Background: an optimization exercise with open tools, aiming at small area and a short achievable clock period. Do not read the settings as production practice. At most, simulation tests tie the RTL to the original design; equivalence was not proved.

==> inputs of run F <==
## fir
module fir (
input [15:0] signal,
input clk,
output [15:0] out,
output [15:0] f1,
output [31:0] f2,f3,f4,
output [15:0] fo1
);
wire sign = signal[15];
wire expo_sign = signal[14];
wire [3:0] e = signal[13:10];
wire [11:0] w = {1'b1, signal[9:0], 1'b0};
wire [26:0] wl = {15'b0, w} << e;
wire [11:0] wr = w >> e;
wire left = expo_sign & (e != 4'd0);
wire zero = (signal == 16'b0);
wire [14:0] fv = zero ? 15'b0 : (left ? wl[16:2] : {3'b0, wr});
wire fz = (fv == 15'b0);
wire [15:0] mg = {sign & fz, fv};
wire [19:0] sx = {20{~sign}};
wire signed [15:0] xq_a = {1'b0, fv ^ {15{sign}}};
wire signed [15:0] xq_b = 16'sd0;
wire signed [15:0] xq;
wire [15:0] xq__p = xq_a ^ xq_b;
wire [15:0] xq__g0 = xq_a & xq_b;
wire [15:0] xq__g = {xq__g0[15:1], xq__g0[0] | (xq__p[0] & (sign))};
wire xq__G1 = xq__g[1] | (xq__p[1] & xq__g[0]);
wire xq__P1 = xq__p[1] & xq__p[0];
wire xq__G2 = xq__g[3] | (xq__p[3] & xq__g[2]);
wire xq__P2 = xq__p[3] & xq__p[2];
wire xq__G3 = xq__g[5] | (xq__p[5] & xq__g[4]);
wire xq__P3 = xq__p[5] & xq__p[4];
wire xq__G4 = xq__g[7] | (xq__p[7] & xq__g[6]);
wire xq__P4 = xq__p[7] & xq__p[6];
wire xq__G5 = xq__g[9] | (xq__p[9] & xq__g[8]);
wire xq__P5 = xq__p[9] & xq__p[8];
wire xq__G6 = xq__g[11] | (xq__p[11] & xq__g[10]);
wire xq__P6 = xq__p[11] & xq__p[10];
wire xq__G7 = xq__g[13] | (xq__p[13] & xq__g[12]);
wire xq__P7 = xq__p[13] & xq__p[12];
wire xq__G8 = xq__g[15] | (xq__p[15] & xq__g[14]);
wire xq__P8 = xq__p[15] & xq__p[14];
wire xq__G9 = xq__g[2] | (xq__p[2] & xq__G1);
wire xq__P9 = xq__p[2] & xq__P1;
wire xq__G10 = xq__G2 | (xq__P2 & xq__G1);
wire xq__P10 = xq__P2 & xq__P1;
wire xq__G11 = xq__g[6] | (xq__p[6] & xq__G3);
wire xq__P11 = xq__p[6] & xq__P3;
wire xq__G12 = xq__G4 | (xq__P4 & xq__G3);
wire xq__P12 = xq__P4 & xq__P3;
wire xq__G13 = xq__g[10] | (xq__p[10] & xq__G5);
  ...
==> flow/config.mk <==
export PLATFORM = sky130hd
export DESIGN_NAME = fir
export DESIGN_NICKNAME = fir
export VERILOG_FILES = /design/flow/design.v
export SDC_FILE = /design/flow/constraint.sdc
export NUM_CORES = 4
export LEC_CHECK = 0
export ABC_AREA = 1
export CAP_MARGIN = 20
export CORE_MARGIN = 2
export CORE_UTILIZATION = 40
export SLEW_MARGIN = 20
export SYNTH_HIERARCHICAL = 1
==> flow/constraint.sdc <==
create_clock -name core_clock -period 30.0 [get_ports {clk}]
set_input_delay 6.0000 -clock core_clock [delete_from_list [all_inputs] [get_ports {clk}]]
set_output_delay 6.0000 -clock core_clock [all_outputs]
set_load 0.01 [all_outputs]
standard.sh (not shown) runs the stock make flow with config.mk's settings and CLKGATE_MAP_FILE= SYNTH_SCRIPT=/design/flow/synth_recipe.tcl, a recipe that flattens the netlist after the stock synthesis.
==> flow/flow/run.sh <==
#!/bin/bash
# The standard layout (the standard.sh); the ports are buffered by flow/ports.tcl
# instead of by ORFS's own buffer_ports call, and clock tree synthesis gets its
# arguments from CTS_ARGS.
bash standard.sh DONT_BUFFER_PORTS=1 POST_GLOBAL_PLACE_TCL="$PWD/flow/ports.tcl" \
  CTS_ARGS="-sink_clustering_enable -repair_clock_nets -sink_clustering_size 40 -sink_clustering_max_diameter 60 -dont_use_dummy_load" finish > standard.log 2>&1
==> flow/flow/ports.tcl <==
# Port buffering, run right after global placement in place of ORFS's own
# buffer_ports: every input but the clock gets a buf_4, every output a buf_1.
buffer_ports -inputs -buffer_cell sky130_fd_sc_hd__buf_4
buffer_ports -outputs -buffer_cell sky130_fd_sc_hd__buf_1
==> run Y: changes against run F <==
--- a/flow/design.v
+++ b/flow/design.v
@@ -104,114 +104,27 @@
 wire xq__P31 = xq__P23 & xq__P20;
 wire xq__G32 = xq__G24 | (xq__P24 & xq__G20);
 wire xq__P32 = xq__P24 & xq__P20;
 wire [16:0] xq__c = {xq__G32, xq__G31, xq__G30, xq__G29, xq__G28, xq__G27, xq__G26, xq__G25, xq__G20, xq__G19, xq__G18, xq__G17, xq__G10, xq__G9, xq__G1, xq__g[0], (sign)};
 assign xq = xq__p ^ xq__c[15:0];
 wire signed [15:0] xin = {sign, xq[14:0]};
-wire signed [19:0] nin_a = {1'b0, mg, 3'b0};
-wire signed [19:0] nin_b = {4'b0, mg};
+wire signed [19:0] nc_x = {1'b0, mg, 3'b0} ^ sx;
+wire signed [19:0] nc_y = {4'b0, mg} ^ sx;
+wire signed [19:0] nc_z = {18'b0, ~sign, 1'b0};
+wire signed [19:0] nc_s = nc_x ^ nc_y ^ nc_z;
+wire [19:0] nc_m = (nc_x & nc_y) | (nc_x & nc_z) | (nc_y & nc_z);
+wire signed [19:0] nin_a = nc_s;
+wire signed [19:0] nin_b = {nc_m[18:0], 1'b0};
 wire signed [19:0] nin;
 add_ks_20 i_nin (.a(nin_a), .b(nin_b), .ci(1'b0), .s(nin));
 reg signed [15:0] x;
-reg [19:0] nx;                
-reg sgn;                      
-reg cf;                       
+reg signed [19:0] n;           
 always @(posedge clk) begin
   x <= xin;
-  nx <= nin ^ {20{~sign}};
-  sgn <= ~sign;
-  cf <= ~sign & ~|fv[10:0];
+  n <= nin;
 end
-wire signed [19:0] n_a = nx;
-wire signed [19:0] n_b = 20'sd0;
-wire signed [19:0] n;
-wire [19:0] n__p = n_a ^ n_b;
-wire [19:0] n__g0 = n_a & n_b;
-wire [19:0] n__g = {n__g0[19:1], n__g0[0] | (n__p[0] & (sgn))};
-wire n__G1 = n__g[1] | (n__p[1] & n__g[0]);
-wire n__P1 = n__p[1] & n__p[0];
-wire n__G2 = n__g[3] | (n__p[3] & n__g[2]);
-wire n__P2 = n__p[3] & n__p[2];
-wire n__G3 = n__g[5] | (n__p[5] & n__g[4]);
-wire n__P3 = n__p[5] & n__p[4];
-wire n__G4 = n__g[7] | (n__p[7] & n__g[6]);
-wire n__P4 = n__p[7] & n__p[6];
-wire n__G5 = n__g[9] | (n__p[9] & n__g[8]);
-wire n__P5 = n__p[9] & n__p[8];
-wire n__G6 = n__g[11] | (n__p[11] & n__g[10]);
-wire n__P6 = n__p[11] & n__p[10];
-wire n__G7 = n__g[13] | (n__p[13] & n__g[12]);
-wire n__P7 = n__p[13] & n__p[12];
-wire n__G8 = n__g[15] | (n__p[15] & n__g[14]);
-wire n__P8 = n__p[15] & n__p[14];
-wire n__G9 = n__g[17] | (n__p[17] & n__g[16]);
-wire n__P9 = n__p[17] & n__p[16];
-wire n__G10 = n__g[19] | (n__p[19] & n__g[18]);
-wire n__P10 = n__p[19] & n__p[18];
-wire n__G11 = n__g[2] | (n__p[2] & n__G1);
-wire n__P11 = n__p[2] & n__P1;
-wire n__G12 = n__G2 | (n__P2 & n__G1);
-wire n__P12 = n__P2 & n__P1;
-wire n__G13 = n__g[6] | (n__p[6] & n__G3);
-wire n__P13 = n__p[6] & n__P3;
-wire n__G14 = n__G4 | (n__P4 & n__G3);
-wire n__P14 = n__P4 & n__P3;
-wire n__G15 = n__g[10] | (n__p[10] & n__G5);
-wire n__P15 = n__p[10] & n__P5;
-wire n__G16 = n__G6 | (n__P6 & n__G5);
-wire n__P16 = n__P6 & n__P5;
-wire n__G17 = n__g[14] | (n__p[14] & n__G7);
-wire n__P17 = n__p[14] & n__P7;
-wire n__G18 = n__G8 | (n__P8 & n__G7);
-wire n__P18 = n__P8 & n__P7;
-wire n__G19 = n__g[18] | (n__p[18] & n__G9);
-wire n__P19 = n__p[18] & n__P9;
-wire n__G20 = n__G10 | (n__P10 & n__G9);
-wire n__P20 = n__P10 & n__P9;
-wire n__G21 = n__g[4] | (n__p[4] & n__G12);
-wire n__P21 = n__p[4] & n__P12;
-wire n__G22 = n__G3 | (n__P3 & n__G12);
-wire n__P22 = n__P3 & n__P12;
-wire n__G23 = n__G13 | (n__P13 & n__G12);
-wire n__P23 = n__P13 & n__P12;
-wire n__G24 = n__G14 | (n__P14 & n__G12);
-wire n__P24 = n__P14 & n__P12;
-wire n__G25 = n__g[12] | (n__p[12] & n__G16);
-wire n__P25 = n__p[12] & n__P16;
-wire n__G26 = n__G7 | (n__P7 & n__G16);
-wire n__P26 = n__P7 & n__P16;
-wire n__G27 = n__G17 | (n__P17 & n__G16);
-wire n__P27 = n__P17 & n__P16;
-wire n__G28 = n__G18 | (n__P18 & n__G16);
-wire n__P28 = n__P18 & n__P16;
-wire n__G29 = n__g[8] | (n__p[8] & n__G24);
-wire n__P29 = n__p[8] & n__P24;
-wire n__G30 = n__G5 | (n__P5 & n__G24);
-wire n__P30 = n__P5 & n__P24;
-wire n__G31 = n__G15 | (n__P15 & n__G24);
-wire n__P31 = n__P15 & n__P24;
-wire n__G32 = n__G16 | (n__P16 & n__G24);
-wire n__P32 = n__P16 & n__P24;
-wire n__G33 = n__G25 | (n__P25 & n__G24);
-wire n__P33 = n__P25 & n__P24;
-wire n__G34 = n__G26 | (n__P26 & n__G24);
-wire n__P34 = n__P26 & n__P24;
-wire n__G35 = n__G27 | (n__P27 & n__G24);
-wire n__P35 = n__P27 & n__P24;
-wire n__G36 = n__G28 | (n__P28 & n__G24);
-wire n__P36 = n__P28 & n__P24;
-wire n__G37 = n__g[16] | (n__p[16] & n__G36);
-wire n__P37 = n__p[16] & n__P36;
-wire n__G38 = n__G9 | (n__P9 & n__G36);
-wire n__P38 = n__P9 & n__P36;
-wire n__G39 = n__G19 | (n__P19 & n__G36);
-wire n__P39 = n__P19 & n__P36;
-wire n__G40 = n__G20 | (n__P20 & n__G36);
-wire n__P40 = n__P20 & n__P36;
-wire [20:0] n__c = {n__G40, n__G39, n__G38, n__G37, n__G36, n__G35, n__G34, n__G33, n__G32, n__G31, n__G30, n__G29, n__G24, n__G23, n__G22, n__G21, n__G12, n__G11, n__G1, n__g[0], (sgn)};
-assign n = n__p ^ n__c[19:0];
 wire signed [18:0] m5_a = n;
 wire signed [18:0] m5_b = x <<< 2;
 wire signed [18:0] m5;
 wire [18:0] m5__p = m5_a ^ m5_b;
 wire [18:0] m5__g0 = m5_a & m5_b;
 wire [18:0] m5__g = {m5__g0[18:1], m5__g0[0] | (m5__p[0] & (1'b0))};
@@ -826,17 +739,17 @@
   v5 <= v5_n;
   v4 <= v4_n;
   v3 <= v3_n;
   u <= u_n;
   s1 <= s1_n;
 end
-wire signed [8:0] t0 = nx[19:11];    
+wire signed [8:0] t0 = n[19:11];
 wire [15:0] out_n;
-add_o16 i_out (.a(s1), .bn(t0), .ci(cf), .s(out_n));
+add_o16 i_out (.a(s1), .bn(t0), .ci(1'b0), .s(out_n));
 wire [10:0] fo1_s;
-add_f11 i_fo1 (.a({u[9], u}), .bn(t0), .ci(cf), .s(fo1_s));
+add_f11 i_fo1 (.a({u[9], u}), .bn(t0), .ci(1'b0), .s(fo1_s));
 wire [15:0] fo1_n = {{5{fo1_s[10]}}, fo1_s};
 assign out = out_n;
 assign fo1 = fo1_n;
 assign f1 = x;
 assign f2 = {{12{n[19]}}, n};
 assign f3 = {{12{m11d[19]}}, m11d};
==> flow/flow/run.sh (replaced) <==
#!/bin/bash
# The standard layout (the standard.sh); flow/ports.tcl runs after global
# placement (port buffers, flip-flop drive), and clock tree synthesis gets its
# arguments from CTS_ARGS.
bash standard.sh DONT_BUFFER_PORTS=1 POST_GLOBAL_PLACE_TCL="$PWD/flow/ports.tcl" \
  CTS_ARGS="-sink_clustering_enable -repair_clock_nets -sink_clustering_size 40 -sink_clustering_max_diameter 60 -dont_use_dummy_load" finish > standard.log 2>&1
==> flow/flow/ports.tcl (replaced) <==
# Run right after global placement.
# Port buffering in place of ORFS's own buffer_ports: every input but the clock
# gets a buf_4, every output a buf_1.
buffer_ports -inputs -buffer_cell sky130_fd_sc_hd__buf_4
buffer_ports -outputs -buffer_cell sky130_fd_sc_hd__buf_1
# Stronger flip-flops (same cell, drive 4) for the registers that start the
# paths to the outputs, whose Q pins carry the largest loads.
foreach inst [get_cells *] {
  if {[regexp {^(n|s1|u)\[[0-9]+\]\$_DFF_P_$} [get_full_name $inst]] && [get_property $inst ref_name] eq "sky130_fd_sc_hd__dfxtp_1"} {
    replace_cell $inst sky130_fd_sc_hd__dfxtp_4
  }
}
==> qor.txt <==
Status - finished clean
Synth Area in Compound Gates - 3.64%
Most common cell after layout, fill and taps aside - nand2_1
Vias in the first global route - 15.0k
[end of results for run F]
==> qor.txt <==
R2R depth - 32
Slew Viols, Final - 0
Top cells by count, synth - inv_1, nand2_1, dfxtp_1
Biggest register - m45d
Remaining design rule violation count - 0
Most common cell after layout, fill and taps aside - inv_1
Status - finished clean
[end of results for run Y]
Only the layout flow was run in run F; the RTL was not checked for function there.

-- what the ideal ports hide --
In the flow no input, the clock included, has a driving cell. The finished layouts below were timed again as built, in two steps. Step 1 assumes that a clkbuf_16 drives the clock port and a buf_2 every other input. Step 2 adds t to the input delays and takes it off the output delays; t is the mean of the earliest and latest rising clock arrival at the registers after step 1. Input paths then give back, and output paths get back, about the clock's delay inside the block. Three values: ideal ports, drivers, drivers and shift; two values: the first two.
| run | t (ns) | setup slack, ns | cell pins on the clock port's net |
|---|---|---|---|
| run F | 0.590 | 20.400 / 20.347 / 20.733 | 1 |
| run Y | 0.579 | 21.023 / 20.970 / 20.639 | 1 |
After both steps setup and hold are still met in every run listed. For run Y, which loses most, drivers alone change the setup slack by -0.053 ns; drivers and shift together by -0.384 ns.
